Context: an optimization exercise on an open-source flow, tuned for small area, a short achievable clock period and few clock cycles. The choices shown serve that exercise and are no tape-out recipe. At most, simulation tests tie the RTL to the original design; equivalence was not proved. No functional check of the RTL was part of runs 1, 2 and 5. Power figures rest on the tool's default switching activity, not on a simulated workload.

==> flow/design.v, too long to show whole: its modules and the start of the top module <==
// module mat_mul: 188 lines
// module booth_enc: 11 lines
// module booth_mul44e: 1347 lines
// module bk_add32: 119 lines
// module cy12: 27 lines
module mat_mul #
    (
        parameter integer INPUT_SIZE = 49,
        parameter integer RESULT_SIZE = 1,
        parameter integer WEIGHT_SIZE = INPUT_SIZE*RESULT_SIZE,
        parameter integer INPUT_ADDR_SIZE = 10,
        parameter integer RESULT_ADDR_SIZE = 2,
        parameter integer WEIGHT_ADDR_SIZE = 6,
        parameter integer FIXED_POINT_AMOUNT = 12,
        parameter integer DATA_WIDTH = 32
    )
    (
        input wire  s00_axi_aclk,
        input wire  s00_axi_aresetn,
        output wire  s00_axis_tready,
        input  wire  [DATA_WIDTH-1 : 0] s00_axis_tdata,
        input  wire  s00_axis_tlast,
        input  wire  s00_axis_tvalid,
        output wire  m00_axis_tvalid,
        output wire  [DATA_WIDTH-1 : 0] m00_axis_tdata,
        output wire  [(DATA_WIDTH/8)-1 : 0] m00_axis_tstrb,
        output wire  m00_axis_tlast,
        input  wire  m00_axis_tready,
        input wire sel,
        input wire start,
        output wire [DATA_WIDTH-1 : 0] MAC_result,
        output wire valid_MAC_result
    );
  // ...
==> flow/flow/run.sh <==
#!/bin/bash
set -euo pipefail
bash standard.sh SETUP_SLACK_MARGIN=10.8 \
    "BUFFER_PORTS_ARGS=-buffer_cell sky130_fd_sc_hd__buf_4" \
    "CTS_ARGS=-sink_clustering_enable -repair_clock_nets -sink_clustering_size 25 -sink_clustering_max_diameter 100 -buf_list sky130_fd_sc_hd__clkbuf_16 -dont_use_dummy_load" \
    finish > flow_make.log 2>&1
==> flow/standard.sh <==
#!/bin/bash
# synth_recipe.tcl (not shown) runs the flow's synth.tcl, then flattens the netlist and writes it again
# the make line also repeats each setting of config.mk as NAME=value (left out here)
make -C /OpenROAD-flow-scripts/flow DESIGN_CONFIG=/design/flow/config.mk WORK_HOME=/design/flow/orfs CLKGATE_MAP_FILE= SYNTH_SCRIPT=/design/flow/synth_recipe.tcl "${@:-finish}"
==> flow/config.mk <==
export PLATFORM = sky130hd
export DESIGN_NAME = mat_mul
export DESIGN_NICKNAME = mat_mul
export VERILOG_FILES = /design/flow/design.v
export SDC_FILE = /design/flow/constraint.sdc
export NUM_CORES = 4
export LEC_CHECK = 0
export ABC_AREA = 1
export CAP_MARGIN = 20
export CORE_MARGIN = 2
export CORE_UTILIZATION = 55
export CTS_BUF_LIST = sky130_fd_sc_hd__clkbuf_16
export CTS_CLUSTER_DIAMETER = 100
export CTS_CLUSTER_SIZE = 25
export PLACE_DENSITY = 0.65
export SLEW_MARGIN = 20
==> flow/constraint.sdc <==
create_clock -name core_clock -period 15.0 [get_ports {s00_axi_aclk}]
set_input_delay 3.0000 -clock core_clock [delete_from_list [all_inputs] [get_ports {s00_axi_aclk}]]
set_output_delay 3.0000 -clock core_clock [all_outputs]
set_load 0.01 [all_outputs]
==> flow_summary.toml, run 1 <==
[grt]
grt.busiest_layer = "met2"
track_usage = 0.222
use_met3 = 0.0565
met2_usage = 0.321

[critical_path]
path_buf_inv = 5
worstSetupEndpoint = "ps[17]"
cp.arrival_ns = 5.11
endpoint_kind = "flop"

[floorplan]
core_um2 = 165000

[sta]
finalCritPeriodShare = 0.296

[finish]
seq_cell_count = 3383
seq_share = 0.664
multi_input_area_um2 = 21200
design_area_um2 = 102000
multi_input_area_share = 0.207
n_all_buffers = 364
area_share_nonclk_buffers = 0.0389

[pwr]
maxPowerGroup = "registers"
switching_share = 0.212
combPwrFrac = 0.051

[routing]
vias_per_cell = 5.00
wl_met2_mm = 77.1
first_iter_violations = 3713
dr_wl_met3_mm = 15.4

[clock_tree]
clkTransAtPathRegs_ns = 0.09
ctsHoldBuffers = 0
clkLatencyLatePin_ns = 0.84

[synth]
synth_compound_area_frac = 0.0472
ys_seq_area_frac = 0.743
synth_xor_area_frac = 0.0441

[outcome]
status = "finished clean"
==> inputs of run 2 (changes only) <==
==> flow/flow/run.sh (replaced) <==
#!/bin/bash
set -euo pipefail
bash standard.sh SETUP_SLACK_MARGIN=11.0 \
    "BUFFER_PORTS_ARGS=-buffer_cell sky130_fd_sc_hd__buf_4" \
    "CTS_ARGS=-sink_clustering_enable -repair_clock_nets -sink_clustering_size 28 -sink_clustering_max_diameter 100 -buf_list sky130_fd_sc_hd__clkbuf_16 -dont_use_dummy_load" \
    finish > flow_make.log 2>&1
--- a/flow/config.mk
+++ b/flow/config.mk
@@ -8,9 +8,9 @@
 export ABC_AREA = 1
 export CAP_MARGIN = 20
 export CORE_MARGIN = 2
-export CORE_UTILIZATION = 55
+export CORE_UTILIZATION = 65
 export CTS_BUF_LIST = sky130_fd_sc_hd__clkbuf_16
 export CTS_CLUSTER_DIAMETER = 100
-export CTS_CLUSTER_SIZE = 25
-export PLACE_DENSITY = 0.65
+export CTS_CLUSTER_SIZE = 28
+export PLACE_DENSITY = 0.72
 export SLEW_MARGIN = 20
==> run 2 against run 1 <==
Against the previous run: maximum frequency up 1.3%; first-iteration DRC count up 14%; cell count down 3.4%; clock power down 4%; sequential share of layout area about the same; sequential power about the same; worst hold slack worse by 0.033 ns; die area down 15%; synthesized area unchanged; critical endpoint is now ps[19]; largest cell class unchanged; highest routed layer unchanged.
==> flow_summary.toml, run 2 <==
[critical_path]
rr_worst_depth = 11
worstSetupPathType = "flop to flop"
crit_path_cell_trace = "clkinvlp_4 -> buf_4 -> o22ai_2 -> xor2_2 -> fa_1 -> fa_1 -> fa_1 -> fa_1 -> fa_1 -> inv_2 -> fa_2"
cp_data_required_time_ns = 15.69
crit_fanout = 9
crit_path_top_delay_cell = "fa_1"
worstSetupStartpointType = "flop"
r2r-end = "ps[19]"
crit_top_cell = "fa_1"
reg2reg_slack_ns = 10.63
endpoint_kind = "flop"
slowest_delay_ns = 0.63
cp.arrival_ns = 5.06
reg2reg_from = "x[0][31]"

[synth]
yosysWarningCount = 5
syn_area_um2 = 91100
synth.most_common_cell = "dfxtp_1"
syn_area_per_cell_um2 = 13.8
postSynthCellCount = 6612
ys_seq_area_frac = 0.743
synthArstFlopShare = 0
ys_seq_elements = 3383
synth_flop_cell = "dfxtp_1"
yosys.area.top_type = "dfxtp_1"
synth_common_cells = "dfxtp_1 (3,383), inv_1 (573), nand2_1 (495)"
synth_edf_count = 0
ys_top_cells_by_area = "dfxtp_1 (74%), fa_1 (8.3%), xor2_1 (4.3%)"
yosysTopAreaCellShare = 0.743
synth_cell_types = 50

[sta]
tightest_slew_ns = 1.14
setup_tns_ns = 0
relSlewSlack = 0.237
fmax_ghz = 0.229
finalSetupViolCount = 0
final_max_slew_viol_count = 0
hold_ws_ns = 0.245
finalCritPeriodShare = 0.292
rsz0062_at_grt = "true"
hold_viol_final = 0
period_needed_ns = 4.37
fin_skew_ns = 0.110

[min_path]
hold_class = "flop to flop"
min-delay-start = "x[11][30]"
holdPathEnd = "x[12][30]"
hold_depth = 0

[clock_tree]
cts_sinks = 3383
cts_root_buffer = "clkbuf_16"
clk_path_buf_depth = 3
cts-htree-levels = 4
clkTransAtPathRegs_ns = 0.10
clkLatencyLatePin_ns = 0.80
cts-buffers-inserted = 141
ctsHoldBuffers = 0
cts_tree = "yes"

[pwr]
power.density_nw_per_um2 = 142
pwr-share-clk = 0.285
switching_share = 0.215
internal_power_uw = 11500
combPwrFrac = 0.053
leakagePower_uw = 0.0427
p_total_uw = 14600
switchingPower_uw = 3130
ir_drop_v = 0.000133
seq_power_share = 0.663

[place]
dp_hpwl_mm = 115
gp_congestion = 0.961
portBuffers = 106
dpl.cell_count = 8400

[floorplan]
core.rowCount = 137
io_pins = 111
die-area_um2 = 143000
core_um2 = 139000
start_util = 0.654
die_w_um = 378
fp.dieH_um = 378

[routing]
first_iter_violations = 4230
drc = 0
vias_per_cell = 5.26
wl_mm = 192
routedWlPerCell_um = 21.9
drtPass1Iterations = 7
vias = 46100
antenna_left = 0

[grt]
grt_overflow = 0
antenna_found_initial = 8
track_usage = 0.269
grt_start_max_net_pins = 58
grt_pass1_wl_mm = 284
grt_pass1_vias = 46000

[finish]
final_cell_mix = "dfxtp_1 (3,265), inv_1 (498), nand2_1 (476), xor2_1 (408), o22ai_1 (315)"
drive_above_1_share = 0.149
final_common_cell = "dfxtp_1"
nNetsFinal = 7393
area.growth.synth_to_final_pct = 12.5
nFillCells = 8817
top_regs = "w (1568), x (1568), wb (48)"
stdcell_count = 8770

[outcome]
status = "finished clean"

[run]
maxCapViolCount = 0
[run 2: changes by cell type in the layout (fill, tap and decap cells not counted), moves of 8 or more]
cell,previous run,this run
buf_12,37,48
buf_6,105,97
clkbuf_16,159,142
dfxtp_1,3277,3265
dfxtp_4,48,57
fa_1,330,312
fa_2,46,64
inv_1,509,498
nand2_1,488,476
nand2_2,5,14
o22ai_1,330,315
o22ai_4,21,30
xor2_2,31,39
[run 2: cell type report]
class | instances | area (µm²) | area share
flip-flops and latches | 3383 | 68000 | 0.664
multi-input cells | 2373 | 21600 | 0.211
repair buffers | 380 | 4320 | 0.0422
clock buffers | 141 | 3530 | 0.0344
inverters | 603 | 2540 | 0.0248
well taps | 1876 | 2350 | 0.0229
repair inverters | 11 | 82.6 | 0.000806
diodes | 3 | 7.51 | 0.0000733
[run 2: per-layer routing]
| layer | routed length [µm] | up-vias | track usage |
|---|---|---|---|
| li1 | - | 21100 | - |
| met1 | 84200 | 22400 | 0.376 |
| met2 | 81000 | 2013 | 0.395 |
| met3 | 18200 | 566 | 0.0769 |
| met4 | 8770 | 8 | 0.113 |
| met5 | 94 | - | 0 |
[run 2: stage by stage]
step	setup WS (ns)	util	area (µm²)
6_report	10.63	0.735	102000
5_1_grt	10.55	0.735	102000
4_1_cts	10.61	0.727	101000
3_5_place_dp	9.80	0.674	93900
3_3_place_gp	9.69	0.674	93900
2_1_floorplan	10.95	-	91700
[run 2: critical path: cells and delay by family (launching register included)]
family / cells / cell delay [ns]
fa+ha+maj: 6 / 3.09
buf+inv: 3 / 0.36
xor+xnor: 1 / 0.13
flops: 1 / 0.46
compound gates: 1 / 0.24
[run 2: worst max path at each step]
stage | cells after the start | endpoint | from | slack (ns)
2_1_floorplan | 11 | ps[22] | wb[5] | 10.95
3_3_place_gp | 7 | x[0][20] | s00_axis_tvalid | 9.69
3_5_place_dp | 8 | x[0][21] | s00_axis_tvalid | 9.80
4_1_cts | 1 | MAC_result[31] | acc[31] | 10.61
5_1_grt | 13 | ps[24] | x[0][23] | 10.55
6_report | 11 | ps[19] | x[0][31] | 10.63
[run 2: timing repair]
item | 4_1_cts | 5_1_grt
gates cloned | 29 | 1
setup endpoints to repair | 150 | 134
pin swaps | 124 | 118
setup buffers | 153 | 43
endpoints found under the hold margin | 0 | 0
resized for setup | 553 | 210
[run 2: power groups by stage]
stage	Sequential, µW	Combinational, µW	Clock [µW]
2_1_floorplan	9780	353	0
3_3_place_gp	9850	543	0
3_5_place_dp	9860	557	0
4_1_cts	9670	700	4240
5_1_grt	9720	798	4530
6_report	9670	767	4150
[run 2: cell families after synthesis]
family / share of synthesized area
other: 0.0000412
multiplexers: 0.000618
flip-flops: 0.743
buffers and inverters: 0.0362
adder cells (fa/ha/maj): 0.0943
XOR/XNOR: 0.0441
AO/OA/AOI/OAI: 0.0472
AND/OR/NAND/NOR: 0.0341
==> module mat_mul, before the edit <==
module mat_mul #
    (
        parameter integer INPUT_SIZE = 49,
        parameter integer RESULT_SIZE = 1,
        parameter integer WEIGHT_SIZE = INPUT_SIZE*RESULT_SIZE,
        parameter integer INPUT_ADDR_SIZE = 10,
        parameter integer RESULT_ADDR_SIZE = 2,
        parameter integer WEIGHT_ADDR_SIZE = 6,
        parameter integer FIXED_POINT_AMOUNT = 12,
        parameter integer DATA_WIDTH = 32
    )
    (
        input wire  s00_axi_aclk,
        input wire  s00_axi_aresetn,
        output wire  s00_axis_tready,
        input  wire  [DATA_WIDTH-1 : 0] s00_axis_tdata,
        input  wire  s00_axis_tlast,
        input  wire  s00_axis_tvalid,
        output wire  m00_axis_tvalid,
        output wire  [DATA_WIDTH-1 : 0] m00_axis_tdata,
        output wire  [(DATA_WIDTH/8)-1 : 0] m00_axis_tstrb,
        output wire  m00_axis_tlast,
        input  wire  m00_axis_tready,
        input wire sel,
        input wire start,
        output wire [DATA_WIDTH-1 : 0] MAC_result,
        output wire valid_MAC_result
    );
    localparam integer N = 49;
    localparam integer NT = 6;    
    wire clk = s00_axi_aclk;
    wire rst = !s00_axi_aresetn;
    function automatic in_taps(input [5:0] c);
        in_taps = (c[2:0] == 3'd1);
    endfunction
    function automatic [NT-1:0] tap_onehot(input [5:0] c);
        tap_onehot = (c[2:0] == 3'd1) ? (6'd1 << c[5:3]) : 6'd0;
    endfunction
    function automatic [5:0] inc49(input [5:0] c);
        inc49 = (c == 6'd48) ? 6'd0 : c + 6'd1;
    endfunction
    reg        rdy;            
    reg        busy;           
    reg        ldx;            
    reg        w_ok, x_ok;     
    reg        dirty;          
    reg  [5:0] cw, cx;         
    reg  [NT-1:0] tsel;        
    wire xfer  = s00_axis_tvalid & rdy;
    wire first = xfer & ~busy;
    wire ins_w = xfer & ~sel;
    wire ins_x = xfer & sel;
    localparam [2:0] SP_IDLE = 3'd0, SP_SYNC = 3'd1, SP_SHIFT = 3'd2,
                     SP_RUN = 3'd3, SP_D1 = 3'd4, SP_D2 = 3'd5;
    reg  [2:0] sp;
    reg        sh1;            
    wire rl = (sp == SP_SHIFT);
    reg        m1v, m1f;       
    reg        m2v, m2f;       
    reg        vq;             
    reg        vr;             
    reg  [31:0] acc;           
    reg  [31:0] res;           
    reg  [31:0] od;            
    reg        s0, s1, s2, tv;
    reg [31:0] w [0:N-1];
    reg [31:0] x [0:N-1];
    integer k;
    always @(posedge clk) begin
        for (k = 1; k < N; k = k + 1) begin
            w[k] <= w[k-1];
            x[k] <= x[k-1];
        end
        w[0] <= ins_w ? s00_axis_tdata : w[N-1];
        x[0] <= ins_x ? s00_axis_tdata : (rl ? acc : x[N-1]);
    end
    wire [31:0] wtap = ({32{tsel[0]}} & w[0])  | ({32{tsel[1]}} & w[8])  |
                       ({32{tsel[2]}} & w[16]) | ({32{tsel[3]}} & w[24]) |
                       ({32{tsel[4]}} & w[32]) | ({32{tsel[5]}} & w[40]);
    wire [47:0] wenc;
    booth_enc benc (.y(wtap), .e(wenc));
    reg  [47:0] wb;
    always @(posedge clk) wb <= wenc;
    wire [43:0] ms, mc;
    booth_mul44e mul (.e(wb), .m(x[0]), .s(ms), .c(mc));
    wire        lo_cy;
    cy12 lcy (.a(ms[11:0]), .b(mc[11:0]), .co(lo_cy));
    reg  [31:0] ps, pc;
    reg         pcy;
    always @(posedge clk) begin
        ps  <= ms[43:12];
        pc  <= mc[43:12];
        pcy <= lo_cy;
    end
    wire [31:0] acc_in = m2f ? 32'd0 : acc;
    wire [31:0] t3 = acc_in ^ ps ^ pc;
    wire [31:0] u3 = (acc_in & ps) | (acc_in & pc) | (ps & pc);
    wire [31:0] acc_sum;
    bk_add32 aadd (.a(t3), .b({u3[30:0], pcy}), .s(acc_sum));
    always @(posedge clk) begin
        if (rst)
            acc <= 32'd0;
        else if (rl)
            acc <= x[N-1];
        else if (m2v)
            acc <= acc_sum;
    end
    wire [5:0] cw_n = (first & ~sel) ? 6'd1 : inc49(cw);
    always @(posedge clk) begin
        if (rst) begin
            rdy <= 1'b0; busy <= 1'b0; ldx <= 1'b0;
            w_ok <= 1'b0; x_ok <= 1'b0; dirty <= 1'b0;
            cw <= 6'd0; cx <= 6'd0; tsel <= {NT{1'b0}};
            sp <= SP_IDLE; sh1 <= 1'b0;
            m1v <= 1'b0; m1f <= 1'b0; m2v <= 1'b0; m2f <= 1'b0;
            vq <= 1'b0; res <= 32'd0;
            s0 <= 1'b0; s1 <= 1'b0; s2 <= 1'b0; tv <= 1'b0;
        end else begin
            if (xfer & s00_axis_tlast)
                busy <= 1'b0;
            else if (first)
                busy <= 1'b1;
            if (first)
                ldx <= sel;
            if (xfer & s00_axis_tlast)
                rdy <= 1'b0;
            else if (busy | first)
                rdy <= 1'b1;
            else if (s00_axis_tvalid & ~sel)
                rdy <= 1'b1;
            else
                rdy <= in_taps(cw_n);
            cw <= cw_n;
            if (first & sel)
                cx <= 6'd1;
            else if (!(rl && sh1))
                cx <= inc49(cx);
            if (first & sel) begin
                x_ok <= 1'b1; dirty <= 1'b0;
            end else if (first & ~sel) begin
                w_ok <= 1'b1; dirty <= 1'b1;
            end
            if (!((first & sel) | (busy & ldx) | (sp == SP_RUN) | (sp == SP_D1) | (sp == SP_D2) |
                  (((sp == SP_SYNC) | (rl & ~sh1)) & (cx == 6'd0) & in_taps(cw))))
                tsel <= tap_onehot(cw_n) &
                        {NT{((sp != SP_IDLE) | (start & dirty)) ? x_ok : w_ok}};
            m1v <= ins_x;
            m1f <= first & sel;
            sh1 <= 1'b0;
            case (sp)
                SP_IDLE: if (start & dirty) sp <= SP_SYNC;
                SP_SYNC, SP_SHIFT: if (cx == 6'd0 && !(rl && sh1)) begin
                    if (in_taps(cw)) begin
                        sp <= SP_RUN;
                        m1v <= 1'b1; m1f <= 1'b1;
                    end else begin
                        sp <= SP_SHIFT; sh1 <= 1'b1;
                    end
                end
                SP_RUN: begin
                    m1v <= 1'b1; m1f <= 1'b0;
                    if (cx == 6'd48) sp <= SP_D1;
                end
                SP_D1: sp <= SP_D2;
                SP_D2: begin sp <= SP_IDLE; dirty <= 1'b0; end
                default: sp <= SP_IDLE;
            endcase
            m2v <= m1v; m2f <= m1f;
            vq <= (start & ~dirty) | (sp == SP_D2);
            if (vr) res <= acc;
            s0 <= m00_axis_tready;
            s1 <= s0;
            s2 <= s1;
            tv <= m00_axis_tready | s0 | s1 | s2;
        end
    end
    always @(posedge clk) begin
        vr <= (start & ~dirty) | (sp == SP_D2);
        od <= m00_axis_tready ? res : 32'd0;
    end
    assign s00_axis_tready  = rdy;
    assign valid_MAC_result = vq;
    assign MAC_result       = acc;
    assign m00_axis_tvalid  = tv;
    assign m00_axis_tlast   = s0;
    assign m00_axis_tdata   = od;
    assign m00_axis_tstrb   = 4'hf;
endmodule
==> inputs of run 3 (changes only) <==
--- a/flow/design.v
+++ b/flow/design.v
@@ -82,22 +82,13 @@
     booth_enc benc (.y(wtap), .e(wenc));
     reg  [47:0] wb;
     always @(posedge clk) wb <= wenc;
-    wire [43:0] ms, mc;
-    booth_mul44e mul (.e(wb), .m(x[0]), .s(ms), .c(mc));
-    wire        lo_cy;
-    cy12 lcy (.a(ms[11:0]), .b(mc[11:0]), .co(lo_cy));
-    reg  [31:0] ps, pc;
-    reg         pcy;
-    always @(posedge clk) begin
-        ps  <= ms[43:12];
-        pc  <= mc[43:12];
-        pcy <= lo_cy;
-    end
+    wire [97:0] hb;
+    booth_mul44h mul (.e(wb), .m(x[0]), .hb(hb));
+    reg  [97:0] ph;
+    always @(posedge clk) ph <= hb;
     wire [31:0] acc_in = m2f ? 32'd0 : acc;
-    wire [31:0] t3 = acc_in ^ ps ^ pc;
-    wire [31:0] u3 = (acc_in & ps) | (acc_in & pc) | (ps & pc);
     wire [31:0] acc_sum;
-    bk_add32 aadd (.a(t3), .b({u3[30:0], pcy}), .s(acc_sum));
+    acc_add aadd (.a(acc_in), .hb(ph), .s(acc_sum));
     always @(posedge clk) begin
         if (rst)
             acc <= 32'd0;
@@ -198,8 +189,7 @@
         assign e[3*i+2] = b2;
     end endgenerate
 endmodule
-module booth_mul44e (input wire [47:0] e, input wire [31:0] m,
-                    output wire [43:0] s, output wire [43:0] c);
+module booth_mul44h (input wire [47:0] e, input wire [31:0] m, output wire [97:0] hb);
     wire one0 = e[0];
     wire two0 = e[1];
     wire neg0 = e[2];
@@ -1392,158 +1382,323 @@
     wire c714 = (c480 & s629) | (c480 & c628) | (s629 & c628);
     wire s715 = c484 ^ s631 ^ c630;
     wire c716 = (c484 & s631) | (c484 & c630) | (s631 & c630);
-    wire s717 = c488 ^ s633 ^ c632;
-    wire c718 = (c488 & s633) | (c488 & c632) | (s633 & c632);
-    wire s719 = c492 ^ s635 ^ c634;
-    wire c720 = (c492 & s635) | (c492 & c634) | (s635 & c634);
-    wire s721 = c496 ^ s637 ^ c636;
-    wire c722 = (c496 & s637) | (c496 & c636) | (s637 & c636);
-    wire s723 = c500 ^ s639 ^ c638;
-    wire c724 = (c500 & s639) | (c500 & c638) | (s639 & c638);
-    wire s725 = c504 ^ s641 ^ c640;
-    wire c726 = (c504 & s641) | (c504 & c640) | (s641 & c640);
-    wire s727 = c508 ^ s643 ^ c642;
-    wire c728 = (c508 & s643) | (c508 & c642) | (s643 & c642);
-    wire s729 = c512 ^ s645 ^ c644;
-    wire c730 = (c512 & s645) | (c512 & c644) | (s645 & c644);
-    wire s731 = c516 ^ s647 ^ c646;
-    wire c732 = (c516 & s647) | (c516 & c646) | (s647 & c646);
-    wire s733 = c520 ^ s649 ^ c648;
-    wire c734 = (c520 & s649) | (c520 & c648) | (s649 & c648);
-    wire s735 = c524 ^ s651 ^ c650;
-    wire c736 = (c524 & s651) | (c524 & c650) | (s651 & c650);
-    wire s737 = c528 ^ s653 ^ c652;
-    wire c738 = (c528 & s653) | (c528 & c652) | (s653 & c652);
-    wire s739 = c532 ^ s655 ^ c654;
-    wire c740 = (c532 & s655) | (c532 & c654) | (s655 & c654);
-    wire s741 = c536 ^ s657 ^ c656;
-    wire c742 = (c536 & s657) | (c536 & c656) | (s657 & c656);
-    wire s743 = c540 ^ s659 ^ c658;
-    wire c744 = (c540 & s659) | (c540 & c658) | (s659 & c658);
-    wire s745 = c544 ^ s661 ^ c660;
-    wire c746 = (c544 & s661) | (c544 & c660) | (s661 & c660);
-    wire s747 = c548 ^ s663 ^ c662;
-    wire c748 = (c548 & s663) | (c548 & c662) | (s663 & c662);
-    wire s749 = c552 ^ s665 ^ c664;
-    wire c750 = (c552 & s665) | (c552 & c664) | (s665 & c664);
-    wire s751 = c556 ^ s667 ^ c666;
-    wire c752 = (c556 & s667) | (c556 & c666) | (s667 & c666);
-    wire s753 = c560 ^ s669 ^ c668;
-    wire c754 = (c560 & s669) | (c560 & c668) | (s669 & c668);
-    wire s755 = c564 ^ s671 ^ c670;
-    wire c756 = (c564 & s671) | (c564 & c670) | (s671 & c670);
-    wire s757 = c568 ^ s673 ^ c672;
-    wire c758 = (c568 & s673) | (c568 & c672) | (s673 & c672);
-    wire s759 = c572 ^ s675 ^ c674;
-    wire c760 = (c572 & s675) | (c572 & c674) | (s675 & c674);
-    wire s761 = c576 ^ s677 ^ c676;
-    wire c762 = (c576 & s677) | (c576 & c676) | (s677 & c676);
-    wire s763 = c580 ^ s679 ^ c678;
-    wire c764 = (c580 & s679) | (c580 & c678) | (s679 & c678);
-    wire s765 = c584 ^ s681 ^ c680;
-    wire c766 = (c584 & s681) | (c584 & c680) | (s681 & c680);
-    wire s767 = c588 ^ s683 ^ c682;
-    wire c768 = (c588 & s683) | (c588 & c682) | (s683 & c682);
-    wire s769 = c592 ^ s685 ^ c684;
-    wire c770 = (c592 & s685) | (c592 & c684) | (s685 & c684);
-    wire s771 = c596 ^ s687 ^ c686;
-    wire c772 = (c596 & s687) | (c596 & c686) | (s687 & c686);
-    wire s773 = c600 ^ s689 ^ c688;
-    wire c774 = (c600 & s689) | (c600 & c688) | (s689 & c688);
-    wire s775 = c604 ^ s691 ^ c690;
-    wire c776 = (c604 & s691) | (c604 & c690) | (s691 & c690);
-    wire s777 = c608 ^ s693 ^ c692;
-    wire c778 = (c608 & s693) | (c608 & c692) | (s693 & c692);
-    wire s779 = c612 ^ s695 ^ c694;
-    wire c780 = (c612 & s695) | (c612 & c694) | (s695 & c694);
-    assign s[0] = pp0_0;
-    assign c[0] = neg0;
-    assign s[1] = pp0_1;
-    assign c[1] = 1'b0;
-    assign s[2] = neg1;
-    assign c[2] = s697;
-    assign s[3] = s699;
-    assign c[3] = c698;
-    assign s[4] = s701;
-    assign c[4] = c700;
-    assign s[5] = s703;
-    assign c[5] = c702;
-    assign s[6] = s705;
-    assign c[6] = c704;
-    assign s[7] = s707;
-    assign c[7] = c706;
-    assign s[8] = s709;
-    assign c[8] = c708;
-    assign s[9] = s711;
-    assign c[9] = c710;
-    assign s[10] = s713;
-    assign c[10] = c712;
-    assign s[11] = s715;
-    assign c[11] = c714;
-    assign s[12] = s717;
-    assign c[12] = c716;
-    assign s[13] = s719;
-    assign c[13] = c718;
-    assign s[14] = s721;
-    assign c[14] = c720;
-    assign s[15] = s723;
-    assign c[15] = c722;
-    assign s[16] = s725;
-    assign c[16] = c724;
-    assign s[17] = s727;
-    assign c[17] = c726;
-    assign s[18] = s729;
-    assign c[18] = c728;
-    assign s[19] = s731;
-    assign c[19] = c730;
-    assign s[20] = s733;
-    assign c[20] = c732;
-    assign s[21] = s735;
-    assign c[21] = c734;
-    assign s[22] = s737;
-    assign c[22] = c736;
-    assign s[23] = s739;
-    assign c[23] = c738;
-    assign s[24] = s741;
-    assign c[24] = c740;
-    assign s[25] = s743;
-    assign c[25] = c742;
-    assign s[26] = s745;
-    assign c[26] = c744;
-    assign s[27] = s747;
-    assign c[27] = c746;
-    assign s[28] = s749;
-    assign c[28] = c748;
-    assign s[29] = s751;
-    assign c[29] = c750;
-    assign s[30] = s753;
-    assign c[30] = c752;
-    assign s[31] = s755;
-    assign c[31] = c754;
-    assign s[32] = s757;
-    assign c[32] = c756;
-    assign s[33] = s759;
-    assign c[33] = c758;
-    assign s[34] = s761;
-    assign c[34] = c760;
-    assign s[35] = s763;
-    assign c[35] = c762;
-    assign s[36] = s765;
-    assign c[36] = c764;
-    assign s[37] = s767;
-    assign c[37] = c766;
-    assign s[38] = s769;
-    assign c[38] = c768;
-    assign s[39] = s771;
-    assign c[39] = c770;
-    assign s[40] = s773;
-    assign c[40] = c772;
-    assign s[41] = s775;
-    assign c[41] = c774;
-    assign s[42] = s777;
-    assign c[42] = c776;
-    assign s[43] = s779;
-    assign c[43] = c778;
+    wire cg1 = (s715 & c714) | ((s715 ^ c714) & (s713 & c712));
+    wire cp1 = (s715 ^ c714) & (s713 ^ c712);
+    wire cg2 = cg1 | (cp1 & (s711 & c710));
+    wire cp2 = cp1 & (s711 ^ c710);
+    wire cg3 = (s709 & c708) | ((s709 ^ c708) & (s707 & c706));
+    wire cp3 = (s709 ^ c708) & (s707 ^ c706);
+    wire cg4 = cg3 | (cp3 & (s705 & c704));
+    wire cp4 = cp3 & (s705 ^ c704);
+    wire cg5 = cg2 | (cp2 & cg4);
+    wire cp5 = cp2 & cp4;
+    wire cg6 = (s703 & c702) | ((s703 ^ c702) & (s701 & c700));
+    wire cp6 = (s703 ^ c702) & (s701 ^ c700);
+    wire cg7 = cg6 | (cp6 & (s699 & c698));
+    wire cp7 = cp6 & (s699 ^ c698);
+    wire cg8 = (neg1 & s697) | ((neg1 ^ s697) & (pp0_1 & 1'b0));
+    wire cp8 = (neg1 ^ s697) & (pp0_1 ^ 1'b0);
+    wire cg9 = cg8 | (cp8 & (pp0_0 & neg0));
+    wire cp9 = cp8 & (pp0_0 ^ neg0);
+    wire cg10 = cg7 | (cp7 & cg9);
+    wire cp10 = cp7 & cp9;
+    wire cg11 = cg5 | (cp5 & cg10);
+    wire cp11 = cp5 & cp10;
+    assign hb[0] = c488;
+    assign hb[1] = s633;
+    assign hb[2] = c632;
+    assign hb[3] = c716;
+    assign hb[4] = cg11;
+    assign hb[5] = c492;
+    assign hb[6] = s635;
+    assign hb[7] = c634;
+    assign hb[8] = c496;
+    assign hb[9] = s637;
+    assign hb[10] = c636;
+    assign hb[11] = c500;
+    assign hb[12] = s639;
+    assign hb[13] = c638;
+    assign hb[14] = c504;
+    assign hb[15] = s641;
+    assign hb[16] = c640;
+    assign hb[17] = c508;
+    assign hb[18] = s643;
+    assign hb[19] = c642;
+    assign hb[20] = c512;
+    assign hb[21] = s645;
+    assign hb[22] = c644;
+    assign hb[23] = c516;
+    assign hb[24] = s647;
+    assign hb[25] = c646;
+    assign hb[26] = c520;
+    assign hb[27] = s649;
+    assign hb[28] = c648;
+    assign hb[29] = c524;
+    assign hb[30] = s651;
+    assign hb[31] = c650;
+    assign hb[32] = c528;
+    assign hb[33] = s653;
+    assign hb[34] = c652;
+    assign hb[35] = c532;
+    assign hb[36] = s655;
+    assign hb[37] = c654;
+    assign hb[38] = c536;
+    assign hb[39] = s657;
+    assign hb[40] = c656;
+    assign hb[41] = c540;
+    assign hb[42] = s659;
+    assign hb[43] = c658;
+    assign hb[44] = c544;
+    assign hb[45] = s661;
+    assign hb[46] = c660;
+    assign hb[47] = c548;
+    assign hb[48] = s663;
+    assign hb[49] = c662;
+    assign hb[50] = c552;
+    assign hb[51] = s665;
+    assign hb[52] = c664;
+    assign hb[53] = c556;
+    assign hb[54] = s667;
+    assign hb[55] = c666;
+    assign hb[56] = c560;
+    assign hb[57] = s669;
+    assign hb[58] = c668;
+    assign hb[59] = c564;
+    assign hb[60] = s671;
+    assign hb[61] = c670;
+    assign hb[62] = c568;
+    assign hb[63] = s673;
+    assign hb[64] = c672;
+    assign hb[65] = c572;
+    assign hb[66] = s675;
+    assign hb[67] = c674;
+    assign hb[68] = c576;
+    assign hb[69] = s677;
+    assign hb[70] = c676;
+    assign hb[71] = c580;
+    assign hb[72] = s679;
+    assign hb[73] = c678;
+    assign hb[74] = c584;
+    assign hb[75] = s681;
+    assign hb[76] = c680;
+    assign hb[77] = c588;
+    assign hb[78] = s683;
+    assign hb[79] = c682;
+    assign hb[80] = c592;
+    assign hb[81] = s685;
+    assign hb[82] = c684;
+    assign hb[83] = c596;
+    assign hb[84] = s687;
+    assign hb[85] = c686;
+    assign hb[86] = c600;
+    assign hb[87] = s689;
+    assign hb[88] = c688;
+    assign hb[89] = c604;
+    assign hb[90] = s691;
+    assign hb[91] = c690;
+    assign hb[92] = c608;
+    assign hb[93] = s693;
+    assign hb[94] = c692;
+    assign hb[95] = c612;
+    assign hb[96] = s695;
+    assign hb[97] = c694;
+endmodule
+module acc_add (input wire [31:0] a, input wire [97:0] hb, output wire [31:0] s);
+    wire s1 = a[0] ^ hb[0] ^ hb[1];
+    wire c2 = (a[0] & hb[0]) | (a[0] & hb[1]) | (hb[0] & hb[1]);
+    wire s3 = a[1] ^ hb[5];
+    wire c4 = a[1] & hb[5];
+    wire s5 = a[2] ^ hb[8];
+    wire c6 = a[2] & hb[8];
+    wire s7 = a[3] ^ hb[11];
+    wire c8 = a[3] & hb[11];
+    wire s9 = a[4] ^ hb[14];
+    wire c10 = a[4] & hb[14];
+    wire s11 = a[5] ^ hb[17];
+    wire c12 = a[5] & hb[17];
+    wire s13 = a[6] ^ hb[20];
+    wire c14 = a[6] & hb[20];
+    wire s15 = a[7] ^ hb[23];
+    wire c16 = a[7] & hb[23];
+    wire s17 = a[8] ^ hb[26];
+    wire c18 = a[8] & hb[26];
+    wire s19 = a[9] ^ hb[29];
+    wire c20 = a[9] & hb[29];
+    wire s21 = a[10] ^ hb[32];
+    wire c22 = a[10] & hb[32];
+    wire s23 = a[11] ^ hb[35];
+    wire c24 = a[11] & hb[35];
+    wire s25 = a[12] ^ hb[38];
+    wire c26 = a[12] & hb[38];
+    wire s27 = a[13] ^ hb[41];
+    wire c28 = a[13] & hb[41];
+    wire s29 = a[14] ^ hb[44];
+    wire c30 = a[14] & hb[44];
+    wire s31 = a[15] ^ hb[47];
+    wire c32 = a[15] & hb[47];
+    wire s33 = a[16] ^ hb[50];
+    wire c34 = a[16] & hb[50];
+    wire s35 = a[17] ^ hb[53];
+    wire c36 = a[17] & hb[53];
+    wire s37 = a[18] ^ hb[56];
+    wire c38 = a[18] & hb[56];
+    wire s39 = a[19] ^ hb[59];
+    wire c40 = a[19] & hb[59];
+    wire s41 = a[20] ^ hb[62];
+    wire c42 = a[20] & hb[62];
+    wire s43 = a[21] ^ hb[65];
+    wire c44 = a[21] & hb[65];
+    wire s45 = a[22] ^ hb[68];
+    wire c46 = a[22] & hb[68];
+    wire s47 = a[23] ^ hb[71];
+    wire c48 = a[23] & hb[71];
+    wire s49 = a[24] ^ hb[74];
+    wire c50 = a[24] & hb[74];
+    wire s51 = a[25] ^ hb[77];
+    wire c52 = a[25] & hb[77];
+    wire s53 = a[26] ^ hb[80];
+    wire c54 = a[26] & hb[80];
+    wire s55 = a[27] ^ hb[83];
+    wire c56 = a[27] & hb[83];
+    wire s57 = a[28] ^ hb[86];
+    wire c58 = a[28] & hb[86];
+    wire s59 = a[29] ^ hb[89];
+    wire c60 = a[29] & hb[89];
+    wire s61 = a[30] ^ hb[92];
+    wire c62 = a[30] & hb[92];
+    wire s63 = a[31] ^ hb[95];
+    wire c64 = a[31] & hb[95];
+    wire s65 = hb[2] ^ hb[3];
+    wire c66 = hb[2] & hb[3];
+    wire s67 = hb[6] ^ hb[7] ^ s3;
+    wire c68 = (hb[6] & hb[7]) | (hb[6] & s3) | (hb[7] & s3);
+    wire s69 = hb[9] ^ hb[10] ^ s5;
+    wire c70 = (hb[9] & hb[10]) | (hb[9] & s5) | (hb[10] & s5);
+    wire s71 = hb[12] ^ hb[13] ^ s7;
+    wire c72 = (hb[12] & hb[13]) | (hb[12] & s7) | (hb[13] & s7);
+    wire s73 = hb[15] ^ hb[16] ^ s9;
+    wire c74 = (hb[15] & hb[16]) | (hb[15] & s9) | (hb[16] & s9);
+    wire s75 = hb[18] ^ hb[19] ^ s11;
+    wire c76 = (hb[18] & hb[19]) | (hb[18] & s11) | (hb[19] & s11);
+    wire s77 = hb[21] ^ hb[22] ^ s13;
+    wire c78 = (hb[21] & hb[22]) | (hb[21] & s13) | (hb[22] & s13);
+    wire s79 = hb[24] ^ hb[25] ^ s15;
+    wire c80 = (hb[24] & hb[25]) | (hb[24] & s15) | (hb[25] & s15);
+    wire s81 = hb[27] ^ hb[28] ^ s17;
+    wire c82 = (hb[27] & hb[28]) | (hb[27] & s17) | (hb[28] & s17);
+    wire s83 = hb[30] ^ hb[31] ^ s19;
+    wire c84 = (hb[30] & hb[31]) | (hb[30] & s19) | (hb[31] & s19);
+    wire s85 = hb[33] ^ hb[34] ^ s21;
+    wire c86 = (hb[33] & hb[34]) | (hb[33] & s21) | (hb[34] & s21);
+    wire s87 = hb[36] ^ hb[37] ^ s23;
+    wire c88 = (hb[36] & hb[37]) | (hb[36] & s23) | (hb[37] & s23);
+    wire s89 = hb[39] ^ hb[40] ^ s25;
+    wire c90 = (hb[39] & hb[40]) | (hb[39] & s25) | (hb[40] & s25);
+    wire s91 = hb[42] ^ hb[43] ^ s27;
+    wire c92 = (hb[42] & hb[43]) | (hb[42] & s27) | (hb[43] & s27);
+    wire s93 = hb[45] ^ hb[46] ^ s29;
+    wire c94 = (hb[45] & hb[46]) | (hb[45] & s29) | (hb[46] & s29);
+    wire s95 = hb[48] ^ hb[49] ^ s31;
+    wire c96 = (hb[48] & hb[49]) | (hb[48] & s31) | (hb[49] & s31);
+    wire s97 = hb[51] ^ hb[52] ^ s33;
+    wire c98 = (hb[51] & hb[52]) | (hb[51] & s33) | (hb[52] & s33);
+    wire s99 = hb[54] ^ hb[55] ^ s35;
+    wire c100 = (hb[54] & hb[55]) | (hb[54] & s35) | (hb[55] & s35);
+    wire s101 = hb[57] ^ hb[58] ^ s37;
+    wire c102 = (hb[57] & hb[58]) | (hb[57] & s37) | (hb[58] & s37);
+    wire s103 = hb[60] ^ hb[61] ^ s39;
+    wire c104 = (hb[60] & hb[61]) | (hb[60] & s39) | (hb[61] & s39);
+    wire s105 = hb[63] ^ hb[64] ^ s41;
+    wire c106 = (hb[63] & hb[64]) | (hb[63] & s41) | (hb[64] & s41);
+    wire s107 = hb[66] ^ hb[67] ^ s43;
+    wire c108 = (hb[66] & hb[67]) | (hb[66] & s43) | (hb[67] & s43);
+    wire s109 = hb[69] ^ hb[70] ^ s45;
+    wire c110 = (hb[69] & hb[70]) | (hb[69] & s45) | (hb[70] & s45);
+    wire s111 = hb[72] ^ hb[73] ^ s47;
+    wire c112 = (hb[72] & hb[73]) | (hb[72] & s47) | (hb[73] & s47);
+    wire s113 = hb[75] ^ hb[76] ^ s49;
+    wire c114 = (hb[75] & hb[76]) | (hb[75] & s49) | (hb[76] & s49);
+    wire s115 = hb[78] ^ hb[79] ^ s51;
+    wire c116 = (hb[78] & hb[79]) | (hb[78] & s51) | (hb[79] & s51);
+    wire s117 = hb[81] ^ hb[82] ^ s53;
+    wire c118 = (hb[81] & hb[82]) | (hb[81] & s53) | (hb[82] & s53);
+    wire s119 = hb[84] ^ hb[85] ^ s55;
+    wire c120 = (hb[84] & hb[85]) | (hb[84] & s55) | (hb[85] & s55);
+    wire s121 = hb[87] ^ hb[88] ^ s57;
+    wire c122 = (hb[87] & hb[88]) | (hb[87] & s57) | (hb[88] & s57);
+    wire s123 = hb[90] ^ hb[91] ^ s59;
+    wire c124 = (hb[90] & hb[91]) | (hb[90] & s59) | (hb[91] & s59);
+    wire s125 = hb[93] ^ hb[94] ^ s61;
+    wire c126 = (hb[93] & hb[94]) | (hb[93] & s61) | (hb[94] & s61);
+    wire s127 = hb[96] ^ hb[97] ^ s63;
+    wire c128 = (hb[96] & hb[97]) | (hb[96] & s63) | (hb[97] & s63);
+    wire s129 = hb[4] ^ s1;
+    wire c130 = hb[4] & s1;
+    wire s131 = c2 ^ s67 ^ c66;
+    wire c132 = (c2 & s67) | (c2 & c66) | (s67 & c66);
+    wire s133 = c4 ^ s69 ^ c68;
+    wire c134 = (c4 & s69) | (c4 & c68) | (s69 & c68);
+    wire s135 = c6 ^ s71 ^ c70;
+    wire c136 = (c6 & s71) | (c6 & c70) | (s71 & c70);
+    wire s137 = c8 ^ s73 ^ c72;
+    wire c138 = (c8 & s73) | (c8 & c72) | (s73 & c72);
+    wire s139 = c10 ^ s75 ^ c74;
+    wire c140 = (c10 & s75) | (c10 & c74) | (s75 & c74);
+    wire s141 = c12 ^ s77 ^ c76;
+    wire c142 = (c12 & s77) | (c12 & c76) | (s77 & c76);
+    wire s143 = c14 ^ s79 ^ c78;
+    wire c144 = (c14 & s79) | (c14 & c78) | (s79 & c78);
+    wire s145 = c16 ^ s81 ^ c80;
+    wire c146 = (c16 & s81) | (c16 & c80) | (s81 & c80);
+    wire s147 = c18 ^ s83 ^ c82;
+    wire c148 = (c18 & s83) | (c18 & c82) | (s83 & c82);
+    wire s149 = c20 ^ s85 ^ c84;
+    wire c150 = (c20 & s85) | (c20 & c84) | (s85 & c84);
+    wire s151 = c22 ^ s87 ^ c86;
+    wire c152 = (c22 & s87) | (c22 & c86) | (s87 & c86);
+    wire s153 = c24 ^ s89 ^ c88;
+    wire c154 = (c24 & s89) | (c24 & c88) | (s89 & c88);
+    wire s155 = c26 ^ s91 ^ c90;
+    wire c156 = (c26 & s91) | (c26 & c90) | (s91 & c90);
+    wire s157 = c28 ^ s93 ^ c92;
+    wire c158 = (c28 & s93) | (c28 & c92) | (s93 & c92);
+    wire s159 = c30 ^ s95 ^ c94;
+    wire c160 = (c30 & s95) | (c30 & c94) | (s95 & c94);
+    wire s161 = c32 ^ s97 ^ c96;
+    wire c162 = (c32 & s97) | (c32 & c96) | (s97 & c96);
+    wire s163 = c34 ^ s99 ^ c98;
+    wire c164 = (c34 & s99) | (c34 & c98) | (s99 & c98);
+    wire s165 = c36 ^ s101 ^ c100;
+    wire c166 = (c36 & s101) | (c36 & c100) | (s101 & c100);
+    wire s167 = c38 ^ s103 ^ c102;
+    wire c168 = (c38 & s103) | (c38 & c102) | (s103 & c102);
+    wire s169 = c40 ^ s105 ^ c104;
+    wire c170 = (c40 & s105) | (c40 & c104) | (s105 & c104);
+    wire s171 = c42 ^ s107 ^ c106;
+    wire c172 = (c42 & s107) | (c42 & c106) | (s107 & c106);
+    wire s173 = c44 ^ s109 ^ c108;
+    wire c174 = (c44 & s109) | (c44 & c108) | (s109 & c108);
+    wire s175 = c46 ^ s111 ^ c110;
+    wire c176 = (c46 & s111) | (c46 & c110) | (s111 & c110);
+    wire s177 = c48 ^ s113 ^ c112;
+    wire c178 = (c48 & s113) | (c48 & c112) | (s113 & c112);
+    wire s179 = c50 ^ s115 ^ c114;
+    wire c180 = (c50 & s115) | (c50 & c114) | (s115 & c114);
+    wire s181 = c52 ^ s117 ^ c116;
+    wire c182 = (c52 & s117) | (c52 & c116) | (s117 & c116);
+    wire s183 = c54 ^ s119 ^ c118;
+    wire c184 = (c54 & s119) | (c54 & c118) | (s119 & c118);
+    wire s185 = c56 ^ s121 ^ c120;
+    wire c186 = (c56 & s121) | (c56 & c120) | (s121 & c120);
+    wire s187 = c58 ^ s123 ^ c122;
+    wire c188 = (c58 & s123) | (c58 & c122) | (s123 & c122);
+    wire s189 = c60 ^ s125 ^ c124;
+    wire c190 = (c60 & s125) | (c60 & c124) | (s125 & c124);
+    wire s191 = c62 ^ s127 ^ c126;
+    wire c192 = (c62 & s127) | (c62 & c126) | (s127 & c126);
+    wire [31:0] ra = {s191, s189, s187, s185, s183, s181, s179, s177, s175, s173, s171, s169, s167, s165, s163, s161, s159, s157, s155, s153, s151, s149, s147, s145, s143, s141, s139, s137, s135, s133, s131, s65};
+    wire [31:0] rb = {c190, c188, c186, c184, c182, c180, c178, c176, c174, c172, c170, c168, c166, c164, c162, c160, c158, c156, c154, c152, c150, c148, c146, c144, c142, c140, c138, c136, c134, c132, c130, s129};
+    bk_add32 add (.a(ra), .b(rb), .s(s));
 endmodule
 module bk_add32 (input wire [31:0] a, input wire [31:0] b, output wire [31:0] s);
     wire [31:0] p = a ^ b;
@@ -1664,30 +1819,3 @@
     assign s[30] = p[30] ^ G42;
     assign s[31] = p[31] ^ G57;
 endmodule
-module cy12 (input wire [11:0] a, input wire [11:0] b, output wire co);
-    wire [11:0] p = a ^ b;
-    wire [11:0] g = a & b;
-    wire G1 = g[11] | (p[11] & g[10]);
-    wire P1 = p[11] & p[10];
-    wire G2 = G1 | (P1 & g[9]);
-    wire P2 = P1 & p[9];
-    wire G3 = g[8] | (p[8] & g[7]);
-    wire P3 = p[8] & p[7];
-    wire G4 = G3 | (P3 & g[6]);
-    wire P4 = P3 & p[6];
-    wire G5 = G2 | (P2 & G4);
-    wire P5 = P2 & P4;
-    wire G6 = g[5] | (p[5] & g[4]);
-    wire P6 = p[5] & p[4];
-    wire G7 = G6 | (P6 & g[3]);
-    wire P7 = P6 & p[3];
-    wire G8 = g[2] | (p[2] & g[1]);
-    wire P8 = p[2] & p[1];
-    wire G9 = G8 | (P8 & g[0]);
-    wire P9 = P8 & p[0];
-    wire G10 = G7 | (P7 & G9);
-    wire P10 = P7 & P9;
-    wire G11 = G5 | (P5 & G10);
-    wire P11 = P5 & P10;
-    assign co = G11;
-endmodule
==> flow/flow/run.sh (replaced) <==
#!/bin/bash
set -euo pipefail
bash standard.sh SETUP_SLACK_MARGIN=10.8 \
    "BUFFER_PORTS_ARGS=-buffer_cell sky130_fd_sc_hd__buf_4" \
    "CTS_ARGS=-sink_clustering_enable -repair_clock_nets -sink_clustering_size 25 -sink_clustering_max_diameter 100 -buf_list sky130_fd_sc_hd__clkbuf_16 -dont_use_dummy_load" \
    finish > flow_make.log 2>&1
--- a/flow/config.mk
+++ b/flow/config.mk
@@ -11,6 +11,6 @@
 export CORE_UTILIZATION = 65
 export CTS_BUF_LIST = sky130_fd_sc_hd__clkbuf_16
 export CTS_CLUSTER_DIAMETER = 100
-export CTS_CLUSTER_SIZE = 28
+export CTS_CLUSTER_SIZE = 25
 export PLACE_DENSITY = 0.72
 export SLEW_MARGIN = 20
==> run 3 against run 2 <==
Against the previous run: via count rose by 0.19%; power rose by 4.6%; register-to-register slack got worse by 0.10 ns; cell count rose by 1.1%; design area fell by 1.1%; highest routed layer unchanged; worst setup slack got worse by 0.10 ns; die area rose by 1.9%; synthesized cell count rose by 2.8%; utilization fell by 1.9 points; count of clock-buffer cells in the layout rose by 16; non-clock buffer count fell by 107; clock skew fell by 0.00098 ns.
==> flow_summary.toml, run 3 <==
[synth]
synth.most_common_cell = "dfxtp_1"
ys_seq_area_frac = 0.737
synth_cell_types = 51
ys_seq_elements = 3416
synth_common_cells = "dfxtp_1 (3,416), inv_1 (698), nand2_1 (449)"
synth_edf_count = 0
yosysWarningCount = 5
synth_flop_cell = "dfxtp_1"
postSynthCellCount = 6795
ys_top_cells_by_area = "dfxtp_1 (74%), fa_1 (8.1%), xor2_1 (4.2%)"
syn_area_per_cell_um2 = 13.7
yosysTopAreaCellShare = 0.737
yosys.area.top_type = "dfxtp_1"
synthArstFlopShare = 0
syn_area_um2 = 92800

[finish]
drive_above_1_share = 0.106
final_cell_mix = "dfxtp_1 (3,323), inv_1 (654), xor2_1 (444), nand2_1 (431), o22ai_1 (395)"
fin_util = 0.716
area.growth.synth_to_final_pct = 9.18
nNetsFinal = 7507
final_common_cell = "dfxtp_1"
top_regs = "w (1568), x (1568), ph (98)"

[pwr]
leakagePower_uw = 0.0438
power.density_nw_per_um2 = 150
ir_drop_v = 0.000143

[sta]
tightest_slew_ns = 1.11
finalCritPeriodShare = 0.298
hold_viol_final = 0
fmax_ghz = 0.223
final_max_slew_viol_count = 0
relSlewSlack = 0.260
setup_tns_ns = 0
fin_skew_ns = 0.109
hold_ws_ns = 0.274
rsz0062_at_grt = "true"
period_needed_ns = 4.48
finalSetupViolCount = 0

[critical_path]
crit_top_cell = "nand2_4"
cp_data_required_time_ns = 15.70
slowest_delay_ns = 0.60
reg2reg_from = "m2f"
crit_path_top_delay_cell = "fa_2"
r2r-end = "acc[31]"
worstSetupPathType = "flop to flop"
cp.arrival_ns = 5.18
endpoint_kind = "flop"
reg2reg_slack_ns = 10.52
worstSetupStartpointType = "flop"
rr_worst_depth = 25
crit_fanout = 5

[routing]
drtPass1Iterations = 6
antenna_left = 0
vias_per_cell = 5.21
wl_mm = 193
first_iter_violations = 3751
vias = 46200
drc = 0
routedWlPerCell_um = 21.8

[min_path]
holdPathEnd = "w[47][0]"
hold_class = "flop to flop"
min-delay-start = "w[46][0]"
hold_depth = 0

[clock_tree]
cts_tree = "yes"
clk_path_buf_depth = 3
cts-htree-levels = 4
ctsHoldBuffers = 0
cts_root_buffer = "clkbuf_16"
cts-buffers-inserted = 157
cts_sinks = 3416
clkTransAtPathRegs_ns = 0.09
clkLatencyLatePin_ns = 0.84

[floorplan]
core.rowCount = 138
core_um2 = 142000
io_pins = 111
die_w_um = 382
start_util = 0.656
die-area_um2 = 146000
fp.dieH_um = 382

[run]
maxCapViolCount = 0

[grt]
grt_pass1_wl_mm = 288
track_usage = 0.266
grt_start_max_net_pins = 69
antenna_found_initial = 15
grt_pass1_vias = 47000
grt_overflow = 0

[place]
dp_hpwl_mm = 123
gp_congestion = 0.987
portBuffers = 106

[outcome]
status = "finished clean"
[run 3: layout make-up]
class | instances | area [µm²]
Antenna cell | 3 | 7.51
Clock buffer | 157 | 3930
Fill cell | 9249 | 40200
Inverter | 729 | 2880
Multi-Input combinational cell | 2393 | 21200
Sequential cell | 3416 | 68500
Tap cell | 1890 | 2360
Timing Repair Buffer | 273 | 2430
Timing Repair inverter | 6 | 42.5
[run 3: repair_timing]
item                       CTS  global route
cloned                       7             0
setup endpoints to repair  159           114
pin swaps                  105            32
buffers inserted            76            27
gates resized for setup    265           109
[run 3: worst max path at each step]
stage / cells after the start / to / from / slack (ns)
final: 25 / acc[31] / m2f / 10.52
after global routing: 25 / acc[31] / m2f / 10.35
after CTS: 1 / MAC_result[31] / acc[31] / 10.64
after detailed placement: 7 / x[0][15] / s00_axis_tvalid / 9.66
after global placement: 7 / x[0][24] / s00_axis_tvalid / 9.73
after floorplan: 25 / acc[31] / m2f / 10.81
[run 3: report_power, final]
group	total (µW)	switching [µW]	internal, µW	leakage, µW
registers	9740	228	9510	0.0278
clock network	4390	2510	1870	0.00193
logic	1130	757	371	0.0141
[run 3: worst max-delay path: cells and delay by family (launching register included)]
family          cells  cell delay (ns)
simple gates       11             0.76
compound gates      2             0.30
fa+ha+maj           5             1.99
flops               1             0.41
buf+inv             4             0.34
xor+xnor            3             0.55
[run 3: cells by family after synthesis]
kind of cell               after synthesis  share of synthesized area
DFF                                   3416                      0.737
xor gates and xnor gates               459                     0.0433
buffers and inverters                  990                     0.0417
other                                    1                  0.0000404
AOI/OAI and AO/OA                      751                     0.0494
muxes                                    5                   0.000606
and+or+nand+nor                        681                     0.0316
adders and majority gates              492                     0.0966
[run 3: metal layers]
| layer | track usage | wire (µm) |
|---|---|---|
| met1 | 0.366 | 83700 |
| met2 | 0.394 | 82100 |
| met3 | 0.0804 | 18700 |
| met4 | 0.110 | 8810 |
| met5 | 0 | 76 |
[run 3: through the flow]
stage | cell area [µm²] | power (µW) | instances | worst slack, ns
2_1_floorplan | 92900 | 10400 | 6798 | 10.81
3_3_place_gp | 95400 | 10800 | 8596 | 9.73
3_5_place_dp | 95400 | 10800 | 8597 | 9.66
4_1_cts | 101000 | 15300 | 8837 | 10.64
5_1_grt | 101000 | 15700 | 8864 | 10.35
6_report | 101000 | 15300 | 8867 | 10.52
Testbench counts of run 3, summed over its fixed seeds: cycles 27,609.
==> inputs of run 4 (changes only) <==
--- a/flow/config.mk
+++ b/flow/config.mk
@@ -8,9 +8,9 @@
 export ABC_AREA = 1
 export CAP_MARGIN = 20
 export CORE_MARGIN = 2
-export CORE_UTILIZATION = 65
+export CORE_UTILIZATION = 55
 export CTS_BUF_LIST = sky130_fd_sc_hd__clkbuf_16
 export CTS_CLUSTER_DIAMETER = 100
 export CTS_CLUSTER_SIZE = 25
-export PLACE_DENSITY = 0.72
+export PLACE_DENSITY = 0.65
 export SLEW_MARGIN = 20
==> run 4 against run 3 <==
Against the previous run: sequential cell count unchanged; critical endpoint is now MAC_result[31]; sequential power about the same; design area up 0.29%; worst hold slack better by 0.016 ns; count of clock-buffer cells in the layout down 1; utilization down 11 points; power down 0.14%; synthesized cell count unchanged.
==> flow_summary.toml, run 4 <==
[finish]
area.growth.synth_to_final_pct = 9.49
final_common_cell = "dfxtp_1"
nFillCells = 12900
top_regs = "w (1568), x (1568), ph (98)"
drive_above_1_share = 0.105
final_cell_mix = "dfxtp_1 (3,326), inv_1 (653), xor2_1 (444), nand2_1 (427), o22ai_1 (395)"
nNetsFinal = 7483

[synth]
ys_top_cells_by_area = "dfxtp_1 (74%), fa_1 (8.1%), xor2_1 (4.2%)"
synth_cell_types = 51
synth_xor_area_frac = 0.0433
yosys.area.top_type = "dfxtp_1"
yosys.area_share.adder = 0.0966
yosysWarningCount = 5
ys_seq_area_frac = 0.737
synth_top_family_by_area = "adder cells"
synth_flop_cell = "dfxtp_1"
syn_area_per_cell_um2 = 13.7
yosysTopAreaCellShare = 0.737
synth_common_cells = "dfxtp_1 (3,416), inv_1 (698), nand2_1 (449)"
muxShareOfSynthArea = 0.000607
synth_compound_area_frac = 0.0494
synthArstFlopShare = 0
synth_edf_count = 0
postSynthCellCount = 6795
syn_area_um2 = 92800
synth-simple-area-share = 0.0316
synth.most_common_cell = "dfxtp_1"
ys_seq_elements = 3416

[floorplan]
die-area_um2 = 172000
core.rowCount = 150
start_util = 0.555
fp.dieH_um = 415
core_um2 = 167000
io_pins = 111
die_w_um = 415

[routing]
vias_per_cell = 4.97
vias = 45500
antenna_left = 0
drc = 0
routedWlPerCell_um = 21.1
drtPass1Iterations = 6
wl_mm = 193
first_iter_violations = 3532

[pwr]
ir_drop_v = 0.000148
power.density_nw_per_um2 = 150
leakagePower_uw = 0.0437
p_total_uw = 15200

[sta]
period_needed_ns = 4.34
setup_tns_ns = 0
fmax_ghz = 0.231
final_max_slew_viol_count = 0
hold_ws_ns = 0.290
tightest_slew_ns = 1.09
finalCritPeriodShare = 0.289
finalSetupViolCount = 0
rsz0062_at_grt = "true"
fin_skew_ns = 0.0593
relSlewSlack = 0.274
hold_viol_final = 0

[critical_path]
crit_path_top_delay_cell = "dfxtp_4"
cp_data_required_time_ns = 12.00
endpoint_kind = "primary output"
cp.arrival_ns = 1.34
slowest_delay_ns = 0.41
crit_path_cell_trace = "buf_6"
path_buf_inv = 1
crit_family = "flip-flops"
crit_fanout = 2
worstSetupStartpointType = "flop"
worstSetupPathType = "flop to primary output"

[grt]
antenna_found_initial = 14
grt_pass1_wl_mm = 287
grt_overflow = 0
grt_pass1_vias = 44900
track_usage = 0.224
grt_start_max_net_pins = 66

[outcome]
status = "finished clean"

[clock_tree]
cts_tree = "yes"
cts-htree-levels = 4
cts-buffers-inserted = 156
ctsHoldBuffers = 0
clk_path_buf_depth = 3
cts_root_buffer = "clkbuf_16"
cts_sinks = 3416
clkTransAtPathRegs_ns = 0.09
clkLatencyLatePin_ns = 0.81

[run]
maxCapViolCount = 0

[place]
portBuffers = 106
dp_hpwl_mm = 125
gp_congestion = 0.971

[min_path]
hold_class = "flop to flop"
[run 4: cell counts after synthesis]
Identical to the previous run, type by type.
[run 4: per-layer routing]
| metal | track usage | wire [µm] | part of all wire | vias to the layer above |
|---|---|---|---|---|
| met3 | 0.0693 | 17300 | 0.089 | 451 |
| met2 | 0.328 | 80600 | 0.42 | 1595 |
| met4 | 0.0850 | 7530 | 0.039 | 4 |
| met5 | 0 | 35 | 0.00018 | - |
| met1 | 0.313 | 87900 | 0.45 | 22100 |
| li1 | - | - | - | 21400 |
[run 4: layout make-up]
type                            count  area, µm²  share of cell area
Tap cell                         2204       2760              0.0271
Timing Repair inverter              6       45.0            0.000443
Clock buffer                      156       3900              0.0384
Inverter                          729       2870              0.0282
Sequential cell                  3416      68500               0.674
Timing Repair Buffer              250       2250              0.0221
Antenna cell                        2       5.00           0.0000492
Multi-Input combinational cell   2393      21300               0.209
[run 4: worst register-to-register path, stage by stage (launching register included)]
cell and delay [ns]:
dfxtp_4 0.37, buf_12 0.15, nor2_4 0.13, ha_4 0.21, fa_1 0.52, inv_1 0.06, fa_1 0.51, inv_1 0.07
ha_1 0.30, nand2_1 0.10, nor2_2 0.05, nand3_2 0.06, nand2_2 0.08, nand2_2 0.09, nand2_4 0.07, nand2_2 0.07
nand2_2 0.08, nand2_2 0.08, nand2_2 0.06, nand2_2 0.07, nand2_2 0.05, fa_2 0.38, xor2_1 0.15, xnor2_1 0.16
xor2_1 0.16, nand2_1 0.08, a21oi_2 0.14
[run 4: report_power, final]
part           total (µW)  leakage [µW]  internal, µW  switching [µW]
Clock                4360       0.00192          1860            2500
Sequential           9730        0.0278          9510             226
Combinational        1130        0.0140           361             773
[run 4: cell families after synthesis]
kind of cell               after synthesis
AOI/OAI and AO/OA                      751
xor gates and xnor gates               459
adders and majority gates              492
buffers and inverters                  990
DFF                                   3416
muxes                                    5
other                                    1
and+or+nand+nor                        681
[run 4: per-stage QoR]
step	utilization	worst slack, ns	instance area (µm²)	instances
detailed placement	0.572	9.70	95800	8911
global placement	0.572	9.66	95800	8911
CTS	0.601	10.59	101000	9109
floorplan	-	10.81	92900	6798
finish	0.607	10.66	102000	9156
global route	0.607	10.45	102000	9154
[run 4: repair_timing]
action,in CTS,in global routing
gates resized for setup,208,170
gates cloned,6,2
buffers inserted,36,43
pin swaps,13,89
setup endpoints to repair,157,121
[run 4: final timing paths]
check | start | end | slack (ns) | cells past startpoint
hold reg to reg | w[2][5] | w[3][5] | 0.29 | 0
setup reg to reg | m2f | acc[31] | 10.68 | 26
hold / removal | w[2][5] | w[3][5] | 0.29 | 0
setup / recovery | acc[31] | MAC_result[31] | 10.66 | 1
==> inputs of run 5 (changes only) <==
--- a/flow/design.v
+++ b/flow/design.v
@@ -57,7 +57,7 @@
     reg        sh1;            
     wire rl = (sp == SP_SHIFT);
     reg        m1v, m1f;       
-    reg        m2v, m2f;       
+    reg        m2v;            
     reg        vq;             
     reg        vr;             
     reg  [31:0] acc;           
@@ -86,14 +86,15 @@
     booth_mul44h mul (.e(wb), .m(x[0]), .hb(hb));
     reg  [97:0] ph;
     always @(posedge clk) ph <= hb;
-    wire [31:0] acc_in = m2f ? 32'd0 : acc;
     wire [31:0] acc_sum;
-    acc_add aadd (.a(acc_in), .hb(ph), .s(acc_sum));
+    acc_add aadd (.a(acc), .hb(ph), .s(acc_sum));
     always @(posedge clk) begin
         if (rst)
             acc <= 32'd0;
         else if (rl)
             acc <= x[N-1];
+        else if (m1f)
+            acc <= 32'd0;
         else if (m2v)
             acc <= acc_sum;
     end
@@ -104,7 +105,7 @@
             w_ok <= 1'b0; x_ok <= 1'b0; dirty <= 1'b0;
             cw <= 6'd0; cx <= 6'd0; tsel <= {NT{1'b0}};
             sp <= SP_IDLE; sh1 <= 1'b0;
-            m1v <= 1'b0; m1f <= 1'b0; m2v <= 1'b0; m2f <= 1'b0;
+            m1v <= 1'b0; m1f <= 1'b0; m2v <= 1'b0;
             vq <= 1'b0; res <= 32'd0;
             s0 <= 1'b0; s1 <= 1'b0; s2 <= 1'b0; tv <= 1'b0;
         end else begin
@@ -157,7 +158,7 @@
                 SP_D2: begin sp <= SP_IDLE; dirty <= 1'b0; end
                 default: sp <= SP_IDLE;
             endcase
-            m2v <= m1v; m2f <= m1f;
+            m2v <= m1v;
             vq <= (start & ~dirty) | (sp == SP_D2);
             if (vr) res <= acc;
             s0 <= m00_axis_tready;
==> flow/flow/run.sh (replaced) <==
#!/bin/bash
set -euo pipefail
bash standard.sh SETUP_SLACK_MARGIN=10.7 \
    "BUFFER_PORTS_ARGS=-buffer_cell sky130_fd_sc_hd__buf_4" \
    "CTS_ARGS=-sink_clustering_enable -repair_clock_nets -sink_clustering_size 25 -sink_clustering_max_diameter 100 -buf_list sky130_fd_sc_hd__clkbuf_16 -dont_use_dummy_load" \
    finish > flow_make.log 2>&1
==> run 5 against run 4 <==
Against the previous run: critical path type unchanged; worst setup slack worse by 0.056 ns; highest routed layer unchanged; still clean on timing, DRC and antenna; combinational power is 63% higher; sequential cell count is 1 lower; non-clock buffer count is 7 higher; utilization is 0.22 points lower; largest cell class unchanged; cell count is 0.16% higher; clock power is 0.9% higher; count of clock-buffer cells in the layout is 2 higher; critical path depth is 1 higher.
==> flow_summary.toml, run 5 <==
[routing]
vias_per_cell = 5.02
drtPass1Iterations = 6
vias = 46100
routedWlPerCell_um = 21.5
wl_mm = 197
antenna_left = 0
first_iter_violations = 4184
drc = 0

[pwr]
ir_drop_v = 0.000130
power.density_nw_per_um2 = 169
leakagePower_uw = 0.0435
p_total_uw = 17100

[floorplan]
die-area_um2 = 172000
start_util = 0.554
fp.dieH_um = 415
core.rowCount = 150
core_um2 = 167000
die_w_um = 415
io_pins = 111

[sta]
fmax_ghz = 0.228
hold_ws_ns = 0.275
rsz0062_at_grt = "true"
setup_tns_ns = 0
final_max_slew_viol_count = 0
period_needed_ns = 4.39
finalSetupViolCount = 0
relSlewSlack = 0.249
tightest_slew_ns = 1.12
fin_skew_ns = 0.118
finalCritPeriodShare = 0.293
hold_viol_final = 0

[finish]
nFillCells = 12900
drive_above_1_share = 0.0894
final_common_cell = "dfxtp_1"
multi_input_area_um2 = 20800
seq_area_um2 = 68500
nNetsFinal = 7493
final_cell_mix = "dfxtp_1 (3,336), inv_1 (683), nand2_1 (434), xor2_1 (434), o22ai_1 (409)"
top_regs = "w (1568), x (1568), ph (98)"
area.growth.synth_to_final_pct = 9.13

[critical_path]
cp_data_required_time_ns = 12.00
crit_fanout = 2
reg2reg_from = "acc[3]"
worstSetupPathType = "flop to primary output"
cp.arrival_ns = 1.39
rr_worst_depth = 23
r2r-end = "acc[30]"
endpoint_kind = "primary output"
reg2reg_slack_ns = 10.70
worstSetupStartpointType = "flop"

[grt]
track_usage = 0.229
antenna_found_initial = 19
grt_start_max_net_pins = 65
grt_overflow = 0
grt_pass1_vias = 45900
grt_pass1_wl_mm = 292

[synth]
postSynthCellCount = 6796
synth_edf_count = 0
syn_area_um2 = 92700
synth_cell_types = 42
yosysWarningCount = 5
yosysTopAreaCellShare = 0.738
synth.most_common_cell = "dfxtp_1"
ys_seq_area_frac = 0.738
ys_top_cells_by_area = "dfxtp_1 (74%), fa_1 (8.1%), xor2_1 (4.1%)"
syn_area_per_cell_um2 = 13.6
synth_flop_cell = "dfxtp_1"
yosys.area.top_type = "dfxtp_1"
synth_common_cells = "dfxtp_1 (3,415), inv_1 (707), nand2_1 (443)"
synthArstFlopShare = 0
ys_seq_elements = 3415

[clock_tree]
cts-htree-levels = 4
cts_sinks = 3415
clk_path_buf_depth = 3
cts_tree = "yes"
ctsHoldBuffers = 0
clkLatencyLatePin_ns = 0.84
clkTransAtPathRegs_ns = 0.10
cts_root_buffer = "clkbuf_16"
cts-buffers-inserted = 158

[min_path]
holdPathEnd = "x[8][3]"
hold_class = "flop to flop"
hold_depth = 0
min-delay-start = "x[7][3]"

[place]
dp_hpwl_mm = 125
gp_congestion = 0.959
portBuffers = 106

[outcome]
status = "finished clean"

[run]
maxCapViolCount = 0
-- run 5: changes by cell type in the layout (fill, tap and decap cells not counted), moves of 16 or more --
| cell | previous run | this run |
|---|---|---|
| a21oi_1 | 128 | 66 |
| nor2_1 | 77 | 123 |
| inv_1 | 653 | 683 |
| o21ai_1 | 2 | 29 |
| dfxtp_2 | 78 | 54 |
| ha_1 | 90 | 108 |
| nand2_2 | 21 | 3 |
| ha_4 | 26 | 9 |
| o21ai_0 | 123 | 106 |
| o211ai_1 | 0 | 16 |
-- run 5: worst max path at each step --
stage | from | end | slack [ns] | cells past startpoint
2_1_floorplan | sel | tsel[4] | 10.96 | 9
3_3_place_gp | sel | x[0][17] | 9.59 | 7
3_5_place_dp | sel | x[0][12] | 9.60 | 7
4_1_cts | acc[2] | MAC_result[2] | 10.53 | 2
5_1_grt | acc[4] | MAC_result[4] | 10.54 | 2
6_report | acc[2] | MAC_result[2] | 10.61 | 2
-- run 5: timing repair --
item	4_1_cts	5_1_grt
pin swaps	3	24
setup endpoints to repair	134	110
setup buffers	48	25
gates resized for setup	182	86
cloned	2	2
-- run 5: report_power, final --
part / switching (µW) / internal, µW / leakage (µW)
registers: 433 / 10400 / 0.0279
logic: 1250 / 595 / 0.0136
clock network: 2520 / 1880 / 0.00195
total: 4200 / 12900 / 0.0435
-- run 5: cell type report --
type / instances / area share
diodes: 7 / 0.000173
clock buffers: 158 / 0.0391
inverters: 735 / 0.0282
multi-input cells: 2391 / 0.205
flip-flops and latches: 3415 / 0.677
well taps: 2204 / 0.0273
repair buffers: 257 / 0.0221
repair inverters: 4 / 0.000247
-- run 5: through the flow --
step | cell area (µm²) | std cells | util | setup WS, ns
final | 101000 | 9171 | 0.605 | 10.61
after global routing | 101000 | 9166 | 0.605 | 10.54
after CTS | 101000 | 9137 | 0.602 | 10.53
after detailed placement | 95800 | 8929 | 0.573 | 9.60
after global placement | 95800 | 8928 | 0.573 | 9.59
after floorplan | 92700 | 6799 | - | 10.96
-- run 5: metal layers --
metal,global-route usage,share of wire
met5,0,0.00020
met4,0.0926,0.042
met3,0.0588,0.085
met2,0.332,0.42
met1,0.327,0.46
-- run 5: kinds of logic after synthesis --
family,synth area share
compound gates,0.0478
xor+xnor,0.0430
fa+ha+maj,0.0968
buf+inv,0.0414
flops,0.738
mux,0.00194
other cells,0.0000405
simple gates,0.0315
-- run 5: worst max-delay path, cell delays in order (launching register included) --
cell	delay (ns)
dfxtp_2	0.35
buf_6	0.15
buf_6	0.11
